This design comes from an exercise in tuning for small area and a short achievable clock period on the open sky130 flow, not from production work. Only simulation tests tie the RTL to the original design; equivalence was not proved.

==> violet: inputs <==
## CPU
module CPU(
    input clk_div, rst_n,
    input ext_irq,
    output [31:0] imem_addr,
    input  [31:0] imem_data,
    output [31:0] dmem_addr,
    output [31:0] dmem_wdata,
    output dmem_we,
    output dmem_re,
    input  [31:0] dmem_rdata
);
clock: 11.0 ns
lec_check: 0
cap_margin: 30
core_margin: 2
core_utilization: 55
cts_cluster_diameter: 80
cts_cluster_size: 24
place_density: 0.7
slew_margin: 30
standard.sh (not shown) runs the stock make flow with config.mk's settings and CLKGATE_MAP_FILE= SYNTH_SCRIPT=/design/flow/synth_recipe.tcl, a recipe that flattens the netlist after the stock synthesis.
==> flow/flow/run.sh <==
#!/bin/bash
set -uo pipefail
PORTS="BUFFER_PORTS_ARGS=-buffer_cell sky130_fd_sc_hd__buf_2"
bash standard.sh SETUP_SLACK_MARGIN=7 "$PORTS" cts > make_flow_cts.log 2>&1 || exit 1
bash standard.sh SETUP_SLACK_MARGIN=5 "$PORTS" finish > make_flow_finish.log 2>&1
==> tundra: changes against violet <==
--- a/flow/design.v
+++ b/flow/design.v
@@ -207,65 +207,68 @@
             d_ins <= 32'b0;
         end else begin
             pc    <= pc_d;
             d_pc  <= d_pc_d;
             d_ins <= d_ins_d;
         end
     end
+    localparam NC = 29;
+    wire [NC-1:0] ctl_n, ctl_i;
     wire [4:0] ac_n = (rdst_r == 2'h0) ? rd : (rdst_r == 2'h1) ? rt :
                       (rdst_r == 2'h2) ? 5'd31 : 5'd26;
     wire [4:0] ac_k = (rdst_r == 2'h2) ? 5'd31 : (rdst_r == 2'h3) ? 5'd26 : 5'd0;
-    wire [8:0] act_n = ex_flush_n ? 9'b0 : {rw_r, mw, mr_r, bhot_r};
-    wire [8:0] act_i = k ? {rw_r, mw, mr_r, bhot_r} : {1'b1, mw, 1'b0, bhot_t};
-    wire [8:0] act_d = irq ? act_i : act_n;
-    wire [19:0] opc_n = {zr_r, ac_n, fa2_r, fb2_r, src2_r, sub_r, hot_r};
-    wire [19:0] opc_i = k ? {zr_r, ac_k, 2'b00, src2_r, sub_r, hot_r} :
-                            {1'b0, 5'd26, 2'b00, 1'b0, 1'b0, hot_t};
-    wire [19:0] opc_d = irq ? opc_i : opc_n;
+    assign ctl_n = ex_flush_n ? {NC{1'b0}} :
+        {rw_r, mw, mr_r, zr_r, ac_n, fa2_r, fb2_r, src2_r, sub_r, hot_r, bhot_r};
+    assign ctl_i = k ?
+        {rw_r, mw, mr_r, zr_r, ac_k, 2'b00, src2_r, sub_r, hot_r, bhot_r} :
+        {1'b1, mw, 1'b0, 1'b0, 5'd26, 2'b00, 1'b0, 1'b0, hot_t, bhot_t};
+    wire [NC-1:0] ctl_d = irq ? ctl_i : ctl_n;
     always @(posedge clk or negedge rst_n) begin
         if (!rst_n)
-            {e_rw, e_mw, e_mr, e_beq, e_bne, e_blez, e_bgez, e_bgtz, e_badd} <= 9'b0;
+            {e_rw, e_mw, e_mr, e_zr, e_ac, e_fa, e_fb, e_src2, e_sub,
+             e_rsum, e_rand, e_ror, e_rxor, e_rnor, e_rpass, e_rsll, e_rsrl, e_rsra, e_rlt,
+             e_beq, e_bne, e_blez, e_bgez, e_bgtz, e_badd} <= {NC{1'b0}};
         else
-            {e_rw, e_mw, e_mr, e_beq, e_bne, e_blez, e_bgez, e_bgtz, e_badd} <= act_d;
+            {e_rw, e_mw, e_mr, e_zr, e_ac, e_fa, e_fb, e_src2, e_sub,
+             e_rsum, e_rand, e_ror, e_rxor, e_rnor, e_rpass, e_rsll, e_rsrl, e_rsra, e_rlt,
+             e_beq, e_bne, e_blez, e_bgez, e_bgtz, e_badd} <= ctl_d;
     end
-    always @(posedge clk)
-        {e_zr, e_ac, e_fa, e_fb, e_src2, e_sub,
-         e_rsum, e_rand, e_ror, e_rxor, e_rnor, e_rpass, e_rsll, e_rsrl, e_rsra, e_rlt} <= opc_d;
     always @(posedge clk) begin
         e_a   <= a_id;
         e_b   <= b_id;
         e_imm <= imm;
         e_lu  <= lu;
         e_ext <= ext;
     end
     always @(posedge clk or negedge rst_n) begin
         if (!rst_n) begin
-            {m_rw, m_mw, m_mr} <= 3'b0;
+            {m_rw, m_mw, m_mr, m_zr, m_ac} <= 0;
         end else begin
             m_rw <= e_rw;
             m_mw <= e_mw;
             m_mr <= e_mr;
+            m_zr <= e_zr;
+            m_ac <= e_ac;
         end
     end
     always @(posedge clk) begin
-        m_zr  <= e_zr;
-        m_ac  <= e_ac;
         m_alu <= alu;
         m_b   <= Bf;
     end
     always @(posedge clk or negedge rst_n) begin
-        if (!rst_n)
+        if (!rst_n) begin
             w_rw <= 1'b0;
-        else
+            w_ac <= 5'd0;
+        end else begin
             w_rw <= m_rw;
+            w_ac <= m_ac;
+        end
     end
-    always @(posedge clk) begin
-        w_ac <= m_ac;
-        w_d  <= memres;
-    end
+    always @(posedge clk)
+        w_d <= memres;
     genvar i;
     generate
         for (i = 1; i < 32; i = i + 1) begin : g_rf
             always @(posedge clk)
                 if (w_we && w_ac == i) rf[i*32 +: 32] <= w_d;
             always @(posedge clk or negedge rst_n)
                 if (!rst_n) rv[i] <= 1'b0;
==> flow/flow/run.sh (replaced) <==
#!/bin/bash
set -uo pipefail
bash standard.sh SETUP_SLACK_MARGIN=7 "BUFFER_PORTS_ARGS=-buffer_cell sky130_fd_sc_hd__buf_2" finish > make_flow.log 2>&1
==> sierra: changes against violet <==
--- a/flow/design.v
+++ b/flow/design.v
@@ -101,15 +101,14 @@
             6'h05: af = ALUneq;
             6'h06: af = ALUlez;
             6'h07: af = ALUgtz;
             6'h01: af = ALUgez;
             default: af = ALUnop;
         endcase
     end
-    wire sub_r = (af == ALUsub) | (af == ALUlt);
     wire [9:0] hot_r = {af == ALUadd || af == ALUsub, af == ALUand, af == ALUor, af == ALUxor,
                         af == ALUnor, af == ALUnop, af == ALUsll, af == ALUsrl, af == ALUsra,
                         af == ALUlt};
     wire [5:0] bhot_r = {6{brn}} & {af == ALUeq, af == ALUneq, af == ALUlez, af == ALUgez,
                                     af == ALUgtz, af == ALUadd};
     wire [9:0] hot_t  = 10'b10_0000_0000;
     wire [5:0] bhot_t = {5'b0, brn};
@@ -138,38 +137,32 @@
     wire [31:0] a_id_i = ~k ? 32'b0 : src1_r ? shamt : rd1;
     wire [31:0] a_id = irq ? a_id_i : a_id_n;
     wire [31:0] imm32 = e_lu ? {e_imm, 16'b0} : {{16{e_ext & e_imm[15]}}, e_imm};
     wire [31:0] conba = {imm32[29:0], 2'b00} + d_pc;
     wire [31:0] A  = e_fa ? m_alu : e_a;
     wire [31:0] Bf = e_fb ? m_alu : e_b;
     wire [31:0] B  = e_src2 ? imm32 : Bf;
-    wire [31:0] sum, ap, ag;
-    AddKS addks(.a(A), .b(B ^ {32{e_sub}}), .cin(e_sub), .s(sum), .p(ap), .g(ag));
+    wire [31:0] sum;
+    AddKS addks(.a(A), .b(B ^ {32{e_sub}}), .cin(e_sub), .s(sum));
     wire z, n;
     BrCmp brcmp(.a(A), .b(Bf), .z(z), .n(n));
     wire branch = (e_beq & z) | (e_bne & ~z) | (e_blez & (n | z)) | (e_bgez & ~A[31]) |
                   (e_bgtz & ~A[31] & ~z) | (e_badd & (A[0] ^ Bf[0]));
-    wire [31:0] shr, B_rev, shr_rev;
-    genvar q;
-    generate
-        for (q = 0; q < 32; q = q + 1) begin : g_rev
-            assign B_rev[q]   = B[31-q];
-            assign shr_rev[q] = shr[31-q];
-        end
-    endgenerate
-    ShiftR shifter(.x(e_rsll ? B_rev : B), .fill(e_rsra & B[31]), .s(A[4:0]), .y(shr));
+    wire [31:0] srl = B >> A[4:0];
+    wire [31:0] sra = srl | ({32{B[31]}} & ~(32'hFFFF_FFFF >> A[4:0]));
     wire [31:0] alu =
         ({32{e_rsum}}  & sum) |
-        ({32{e_rand}}  & ag) |
-        ({32{e_ror}}   & (ap | ag)) |
-        ({32{e_rxor}}  & ap) |
-        ({32{e_rnor}}  & ~(ap | ag)) |
+        ({32{e_rand}}  & (A & B)) |
+        ({32{e_ror}}   & (A | B)) |
+        ({32{e_rxor}}  & (A ^ B)) |
+        ({32{e_rnor}}  & ~(A | B)) |
         ({32{e_rpass}} & A) |
-        ({32{e_rsll}}  & shr_rev) |
-        ({32{e_rsrl | e_rsra}} & shr) |
+        ({32{e_rsll}}  & (B << A[4:0])) |
+        ({32{e_rsrl}}  & srl) |
+        ({32{e_rsra}}  & sra) |
         {31'b0, e_rlt & sum[31]};
     wire [31:0] b_id_n = fb1_r ? memres : fd_r ? w_d : rd2;
     wire [31:0] b_id_i = ~k ? (branch ? conba : d_pc) : rd2;
     wire [31:0] b_id = irq ? b_id_i : b_id_n;
     wire jmp = (op == 6'h02) | (op == 6'h03);
     wire [31:0] jt  = {pc[31:28], d_ins[25:0], 2'b00};
     wire [31:0] pc4 = pc + 32'h4;
@@ -207,65 +200,68 @@
             d_ins <= 32'b0;
         end else begin
             pc    <= pc_d;
             d_pc  <= d_pc_d;
             d_ins <= d_ins_d;
         end
     end
+    localparam NC = 29;
+    wire [NC-1:0] ctl_n, ctl_i;
     wire [4:0] ac_n = (rdst_r == 2'h0) ? rd : (rdst_r == 2'h1) ? rt :
                       (rdst_r == 2'h2) ? 5'd31 : 5'd26;
     wire [4:0] ac_k = (rdst_r == 2'h2) ? 5'd31 : (rdst_r == 2'h3) ? 5'd26 : 5'd0;
-    wire [8:0] act_n = ex_flush_n ? 9'b0 : {rw_r, mw, mr_r, bhot_r};
-    wire [8:0] act_i = k ? {rw_r, mw, mr_r, bhot_r} : {1'b1, mw, 1'b0, bhot_t};
-    wire [8:0] act_d = irq ? act_i : act_n;
-    wire [19:0] opc_n = {zr_r, ac_n, fa2_r, fb2_r, src2_r, sub_r, hot_r};
-    wire [19:0] opc_i = k ? {zr_r, ac_k, 2'b00, src2_r, sub_r, hot_r} :
-                            {1'b0, 5'd26, 2'b00, 1'b0, 1'b0, hot_t};
-    wire [19:0] opc_d = irq ? opc_i : opc_n;
+    assign ctl_n = ex_flush_n ? {NC{1'b0}} :
+        {rw_r, mw, mr_r, zr_r, ac_n, fa2_r, fb2_r, src2_r, af[0], hot_r, bhot_r};
+    assign ctl_i = k ?
+        {rw_r, mw, mr_r, zr_r, ac_k, 2'b00, src2_r, af[0], hot_r, bhot_r} :
+        {1'b1, mw, 1'b0, 1'b0, 5'd26, 2'b00, 1'b0, 1'b0, hot_t, bhot_t};
+    wire [NC-1:0] ctl_d = irq ? ctl_i : ctl_n;
     always @(posedge clk or negedge rst_n) begin
         if (!rst_n)
-            {e_rw, e_mw, e_mr, e_beq, e_bne, e_blez, e_bgez, e_bgtz, e_badd} <= 9'b0;
+            {e_rw, e_mw, e_mr, e_zr, e_ac, e_fa, e_fb, e_src2, e_sub,
+             e_rsum, e_rand, e_ror, e_rxor, e_rnor, e_rpass, e_rsll, e_rsrl, e_rsra, e_rlt,
+             e_beq, e_bne, e_blez, e_bgez, e_bgtz, e_badd} <= {NC{1'b0}};
         else
-            {e_rw, e_mw, e_mr, e_beq, e_bne, e_blez, e_bgez, e_bgtz, e_badd} <= act_d;
+            {e_rw, e_mw, e_mr, e_zr, e_ac, e_fa, e_fb, e_src2, e_sub,
+             e_rsum, e_rand, e_ror, e_rxor, e_rnor, e_rpass, e_rsll, e_rsrl, e_rsra, e_rlt,
+             e_beq, e_bne, e_blez, e_bgez, e_bgtz, e_badd} <= ctl_d;
     end
-    always @(posedge clk)
-        {e_zr, e_ac, e_fa, e_fb, e_src2, e_sub,
-         e_rsum, e_rand, e_ror, e_rxor, e_rnor, e_rpass, e_rsll, e_rsrl, e_rsra, e_rlt} <= opc_d;
     always @(posedge clk) begin
         e_a   <= a_id;
         e_b   <= b_id;
         e_imm <= imm;
         e_lu  <= lu;
         e_ext <= ext;
     end
     always @(posedge clk or negedge rst_n) begin
         if (!rst_n) begin
-            {m_rw, m_mw, m_mr} <= 3'b0;
+            {m_rw, m_mw, m_mr, m_zr, m_ac} <= 0;
         end else begin
             m_rw <= e_rw;
             m_mw <= e_mw;
             m_mr <= e_mr;
+            m_zr <= e_zr;
+            m_ac <= e_ac;
         end
     end
     always @(posedge clk) begin
-        m_zr  <= e_zr;
-        m_ac  <= e_ac;
         m_alu <= alu;
         m_b   <= Bf;
     end
     always @(posedge clk or negedge rst_n) begin
-        if (!rst_n)
+        if (!rst_n) begin
             w_rw <= 1'b0;
-        else
+            w_ac <= 5'd0;
+        end else begin
             w_rw <= m_rw;
+            w_ac <= m_ac;
+        end
     end
-    always @(posedge clk) begin
-        w_ac <= m_ac;
-        w_d  <= memres;
-    end
+    always @(posedge clk)
+        w_d <= memres;
     genvar i;
     generate
         for (i = 1; i < 32; i = i + 1) begin : g_rf
             always @(posedge clk)
                 if (w_we && w_ac == i) rf[i*32 +: 32] <= w_d;
             always @(posedge clk or negedge rst_n)
                 if (!rst_n) rv[i] <= 1'b0;
@@ -293,38 +289,25 @@
     end
     assign n = p[31] ^ G[30];
     assign z = &p;
 endmodule
 module AddKS (
     input  [31:0] a, b,
     input  cin,
-    output [31:0] s,
-    output [31:0] p, g
+    output [31:0] s
 );
-    assign p = a ^ b;
-    assign g = a & b;
+    wire [31:0] p = a ^ b;
+    wire [31:0] g = a & b;
     reg  [31:0] G, P;
     integer i, d;
     always @(*) begin
         G = {g[31:1], g[0] | (p[0] & cin)};
         P = p;
         for (d = 1; d < 32; d = d * 2)
             for (i = 31; i >= 0; i = i - 1)
                 if (i >= d) begin
                     G[i] = G[i] | (P[i] & G[i-d]);
                     P[i] = P[i] & P[i-d];
                 end
     end
     assign s = p ^ {G[30:0], cin};
 endmodule
-module ShiftR (
-    input  [31:0] x,
-    input  fill,
-    input  [4:0] s,
-    output [31:0] y
-);
-    wire [31:0] s0 = s[0] ? {fill, x[31:1]} : x;
-    wire [31:0] s1 = s[1] ? {{2{fill}}, s0[31:2]} : s0;
-    wire [31:0] s2 = s[2] ? {{4{fill}}, s1[31:4]} : s1;
-    wire [31:0] s3 = s[3] ? {{8{fill}}, s2[31:8]} : s2;
-    assign y = s[4] ? {{16{fill}}, s3[31:16]} : s3;
-endmodule
==> flow/flow/run.sh (replaced) <==
#!/bin/bash
set -uo pipefail
bash standard.sh SETUP_SLACK_MARGIN=7 "BUFFER_PORTS_ARGS=-buffer_cell sky130_fd_sc_hd__buf_2" finish > make_flow.log 2>&1
- CORE_UTILIZATION: 55 -> 40
- PLACE_DENSITY: 0.7 -> 0.6
==> PnR_summary.wiki <==
{| class="wikitable"
! Metric !! Value
|-
| Result of the run || finished clean
|-
| Share of final-layout standard cells stronger than drive strength 1 || 17.25%
|-
| Most common cell type on the critical path || sky130_fd_sc_hd__and3_1
|-
| Signal arrival time at the worst endpoint || 4940 ps
|-
| Adder-cell share of the synthesized area || 2.453%
|-
| Overall track demand over capacity in global routing || 52.30%
|-
| Slowest cell on crit path || sky130_fd_sc_hd__o32ai_4
|-
| Smallest setup slack after layout || 6653 ps
|-
| Area of all sequential standard cells || 37700 um2
|-
| Post-CTS setup buffer count || 37
|}
That was tundra.
==> PnR_summary.wiki <==
{| class="wikitable"
! Metric !! Value
|-
| Result of the run || finished clean
|-
| Smallest setup slack after layout || 6759 ps
|-
| Overall track demand over capacity in global routing || 42.07%
|-
| Top fanout value on the critical path || 14
|-
| Gate Count Post-Synth || 6203
|-
| Post-CTS setup buffer count || 81
|-
| Commonest cells after routing, fill and taps aside || sky130_fd_sc_hd__edfxtp_1, sky130_fd_sc_hd__a22oi_1, sky130_fd_sc_hd__nand2_1
|-
| Area of all sequential standard cells || 37680 um2
|-
| Slowest cell on crit path || sky130_fd_sc_hd__or4_4
|-
| Adder-cell share of the synthesized area || 2.939%
|-
| Signal arrival time at the worst endpoint || 4860 ps
|-
| Antenna violations before repair || 52
|}
That was sierra.
==> PnR_summary.wiki <==
{| class="wikitable"
! Metric !! Value
|-
| Slowest cell on crit path || sky130_fd_sc_hd__o21ai_0
|-
| Most common cell type on the critical path || sky130_fd_sc_hd__o21ai_0
|-
| Result of the run || finished clean
|-
| Area of all sequential standard cells || 37550 um2
|-
| Post-CTS setup buffer count || 60
|-
| Overall track demand over capacity in global routing || 56.05%
|-
| Share of final-layout standard cells stronger than drive strength 1 || 15.71%
|}
That was violet.

[afterwards: timing with drivers on the ports]
In the flow no input, the clock included, has a driving cell. The finished layouts below were timed again as built, in two steps.
Step 1 (the two cells are an assumption about what drives the block):
set clk [get_ports {clk_div}]
set_driving_cell -lib_cell sky130_fd_sc_hd__clkbuf_16 $clk
set_driving_cell -lib_cell sky130_fd_sc_hd__buf_2 [delete_from_list [all_inputs] $clk]
Step 2 adds t to the input delays and takes it off the output delays; t is the mean of the earliest and latest rising clock arrival at the registers after step 1. Input paths then give back, and output paths get back, about the clock's delay inside the block.
Three values: ideal, step 1, step 2; two values: the first two.
run | shift t [ns] | setup WS [ns] | cell pins on the clock port's net
violet | 0.824 | 6.537 / 6.551 / 5.774 | 1
tundra | 0.842 | 6.653 / 6.653 / 6.047 | 1
sierra | 0.849 | 6.759 / 6.759 / 6.008 | 1
After both steps setup and hold are still met in every run listed. The setup slack of violet, which loses most, moves by +0.014 ns with the drivers and by -0.763 ns with both steps.
